Background: an optimization exercise with open tools, aiming at small area. Do not read the settings as production practice.
The RTL was checked by simulation tests, not by an equivalence proof against the original design.
No activity file was given, so power comes from the tool's default toggle rates.

## job 1775
## SonarOnChip
module SonarOnChip(
    input wire wb_clk_i,
    input wire wb_rst_i,
    input wire wbs_stb_i,
    input wire wbs_cyc_i,
    input wire wbs_we_i,
    input wire [3:0] wbs_sel_i,
    input wire [31:0] wbs_dat_i,
    input wire [31:0] wbs_adr_i,
    output wire wbs_ack_o,
    output wire [31:0] wbs_dat_o,
    input wire  [37:0] io_in,
    output wire [37:0] io_out,
    output wire [37:0] io_oeb
  );
  wire clk = wb_clk_i;
  wire rst = wb_rst_i;
  assign io_oeb = 38'h00FFFF0000;
  reg        wbs_done;
  reg [15:0] control, a0, a1, a2, b2, amp;
  reg [31:0] threshold;
  reg [31:0] rdata;
  wire       wb_valid = wbs_cyc_i & wbs_stb_i;
  wire [3:0] adr = wbs_adr_i[5:2];
  assign wbs_ack_o = wbs_done;
  assign wbs_dat_o = rdata;
  wire        wr = wb_valid & wbs_we_i;
  wire [31:0] wdat = wbs_dat_i & {32{~rst}};
  reg  [15:0] b1n;
  wire [15:0] b1 = ~b1n;
  always @(posedge clk) begin
    wbs_done <= wb_valid & ~rst;
    if (rst | (wr & (adr == 4'd0))) control   <= wdat[15:0];
    if (rst | (wr & (adr == 4'd1))) a0        <= wdat[15:0];
    if (rst | (wr & (adr == 4'd2))) a1        <= wdat[15:0];
    if (rst | (wr & (adr == 4'd3))) a2        <= wdat[15:0];
    if (rst | (wr & (adr == 4'd4))) b1n       <= ~wdat[15:0];
    if (rst | (wr & (adr == 4'd5))) b2        <= wdat[15:0];
    if (rst | (wr & (adr == 4'd6))) amp       <= wdat[15:0];
    if (rst | (wr & (adr == 4'd7))) threshold <= wdat;
  end
  reg [3:0] div_cnt;
  reg       mclk;
  always @(posedge clk) begin
    if (rst) begin
      div_cnt <= 4'd0;
      mclk <= 1'b0;
    end else if (div_cnt == 4'd8) begin
      div_cnt <= 4'd0;
      mclk <= ~mclk;
    end else
      div_cnt <= div_cnt + 4'd1;
  end
  reg [31:0] sr;
  reg [15:0] acc;
  reg [3:0]  dec_cnt;
  reg [15:0] cic_out;
  wire mic = io_in[0];
  wire up = mclk & mic & ~sr[31];
  wire dn = mclk & ~mic & sr[31];
  wire [15:0] acc_next;
  wire [15:0] acc_c;
  HA u_acc0(.a(acc[0]), .b(up | dn), .s(acc_next[0]), .co(acc_c[1]));
  genvar j;
  generate
    for (j = 1; j < 16; j = j + 1) begin : g_acc
      if (j < 15) begin : g_fa
        FA u_fa(.a(acc[j]), .b(dn), .ci(acc_c[j]), .s(acc_next[j]), .co(acc_c[j+1]));
      end else begin : g_top
        assign acc_next[j] = acc[j] ^ dn ^ acc_c[j];
      end
    end
  endgenerate
  always @(posedge clk) begin
    if (rst) begin
      sr <= 32'd0;
      acc <= 16'd0;
  ...
Settings: LEC_CHECK=0, CAP_MARGIN=5, CORE_MARGIN=2, CORE_UTILIZATION=45, PLACE_DENSITY=0.6, SLEW_MARGIN=5, SYNTH_HIERARCHICAL=1, SYNTH_MINIMUM_KEEP_SIZE=0; clock period 12.0 ns.
standard.sh (not shown) runs the stock make flow with config.mk's settings and CLKGATE_MAP_FILE= SYNTH_SCRIPT=/design/flow/synth_recipe.tcl, a recipe that flattens the netlist after the stock synthesis.
==> flow/flow/run.sh <==
#!/bin/bash
# Standard layout; clock tree synthesis adds no dummy loads and builds the
# tree from small clock buffers.
set -euo pipefail
export CTS_ARGS="-sink_clustering_enable -repair_clock_nets -dont_use_dummy_load -buf_list sky130_fd_sc_hd__clkbuf_4"
bash standard.sh > standard_make.log 2>&1
Job 1775: full flow OK, the timing, DRC and antenna checks passed
### job 1775 -> job 6660
# job 1775
export LEC_CHECK = 0
export CAP_MARGIN = 5
export CORE_MARGIN = 2
export CORE_UTILIZATION = 45
export PLACE_DENSITY = 0.6
export SLEW_MARGIN = 5
export SYNTH_HIERARCHICAL = 1
export SYNTH_MINIMUM_KEEP_SIZE = 0
create_clock -name core_clock -period 12.0 [get_ports {wb_clk_i}]
# job 6660
export LEC_CHECK = 0
export CAP_MARGIN = 20
export CORE_MARGIN = 2
export CORE_UTILIZATION = 45
export PLACE_DENSITY = 0.6
export SLEW_MARGIN = 20
export SYNTH_HIERARCHICAL = 1
export SYNTH_MINIMUM_KEEP_SIZE = 0
create_clock -name core_clock -period 12.0 [get_ports {wb_clk_i}]
==> flow/flow/run.sh <==
#!/bin/bash
# Standard layout; clock tree synthesis adds no dummy loads and builds the
# tree from clkbuf_8 cells driving clusters of up to 16 flip-flops.
set -euo pipefail
export CTS_ARGS="-sink_clustering_enable -repair_clock_nets -dont_use_dummy_load -buf_list sky130_fd_sc_hd__clkbuf_8 -sink_clustering_size 16 -sink_clustering_max_diameter 60"
bash standard.sh > standard_make.log 2>&1
--- outcome ---
Between job 1775 and job 6660, the initial antenna violation count is higher for job 1775.
Per the comparison of job 6660 with job 1775, net switching power of the design lost about 1.6%; met1 layer usage reported by global route shows an increase of 0.36 points.
Comparing job 1775 and job 6660, met3 track demand over resource is lower on job 6660.
In job 6660 relative to job 1775, non-clock buffer count had gone up slightly.
In job 6660, the first-pass GRT wire length came out 0.47% below the value in job 1775.
Changes observed in job 6660 relative to job 1775: layout filler cell count shows a reduction of 62, transition time at the pin with the least slew margin shows a reduction of 150 ps.
--- input diff job 6660..job 4212 ---
==> flow/flow/run.sh <==
#!/bin/bash
# Standard layout, with clock tree synthesis told not to add dummy loads.
set -euo pipefail
export CTS_ARGS="-sink_clustering_enable -repair_clock_nets -dont_use_dummy_load"
bash standard.sh > standard_make.log 2>&1
Notes after the runs:
- Job 4212 closes out successfully: all stages finished, all timing, DRC and antenna checks passed.
- Area after synthesis came out exactly the same in job 4212 and job 6660.
- Between job 4212 and job 6660, the worst hold slack across all endpoints is higher for job 4212.
- The standard cells in job 4212 occupy more silicon area than those in job 6660 do.
- Looking at job 4212 and job 6660, the wire length is a wash.
- Status: relative area of non-clock buffer cells in the final design parity (job 4212, job 6660)
- Job 4212 improves on job 6660 in clock period minus worst slack.
- In terms of via count, job 4212 and job 6660 differ only marginally.
- Compared job 4212 vs job 6660, and final-layout clock buffer total is up in job 4212.
- Final critical-path share of the clock period (lower): job 4212
- Job 4212 has combinational cell fraction of total power below what job 6660 had.
- On job 4212: proportion of layout cells with a drive suffix above 1 is 0.17 points higher than what job 6660 gave.

what the ideal ports hide:
How much do the figures lean on ideal ports? The routed layouts below were timed once more, with nothing changed but the port constraints.
Step 1 (the two cells are an assumption about what drives the block):
set clk [get_ports {wb_clk_i}]
set_driving_cell -lib_cell sky130_fd_sc_hd__clkbuf_16 $clk
set_driving_cell -lib_cell sky130_fd_sc_hd__buf_2 [delete_from_list [all_inputs] $clk]
Step 2 also shifts input and output timing later by t, the mid clock arrival at the registers, as if the neighbouring blocks saw the same clock.
a / b / c = ideal ports / drivers / drivers and shift; a / b = the first two.
run	shift t [ns]	setup slack, ns	worst data-port slew with drivers (ns)
job 1775	1.090	1.413 / 1.413 / 0.830	0.09
job 6660	0.800	1.391 / 1.391 / 0.864	0.09
job 4212	0.736	1.418 / 1.418 / 0.819	0.09
After both steps setup and hold are still met in every run listed. For job 4212, which loses most, drivers alone change the setup slack by 0.000 ns; drivers and shift together by -0.599 ns.
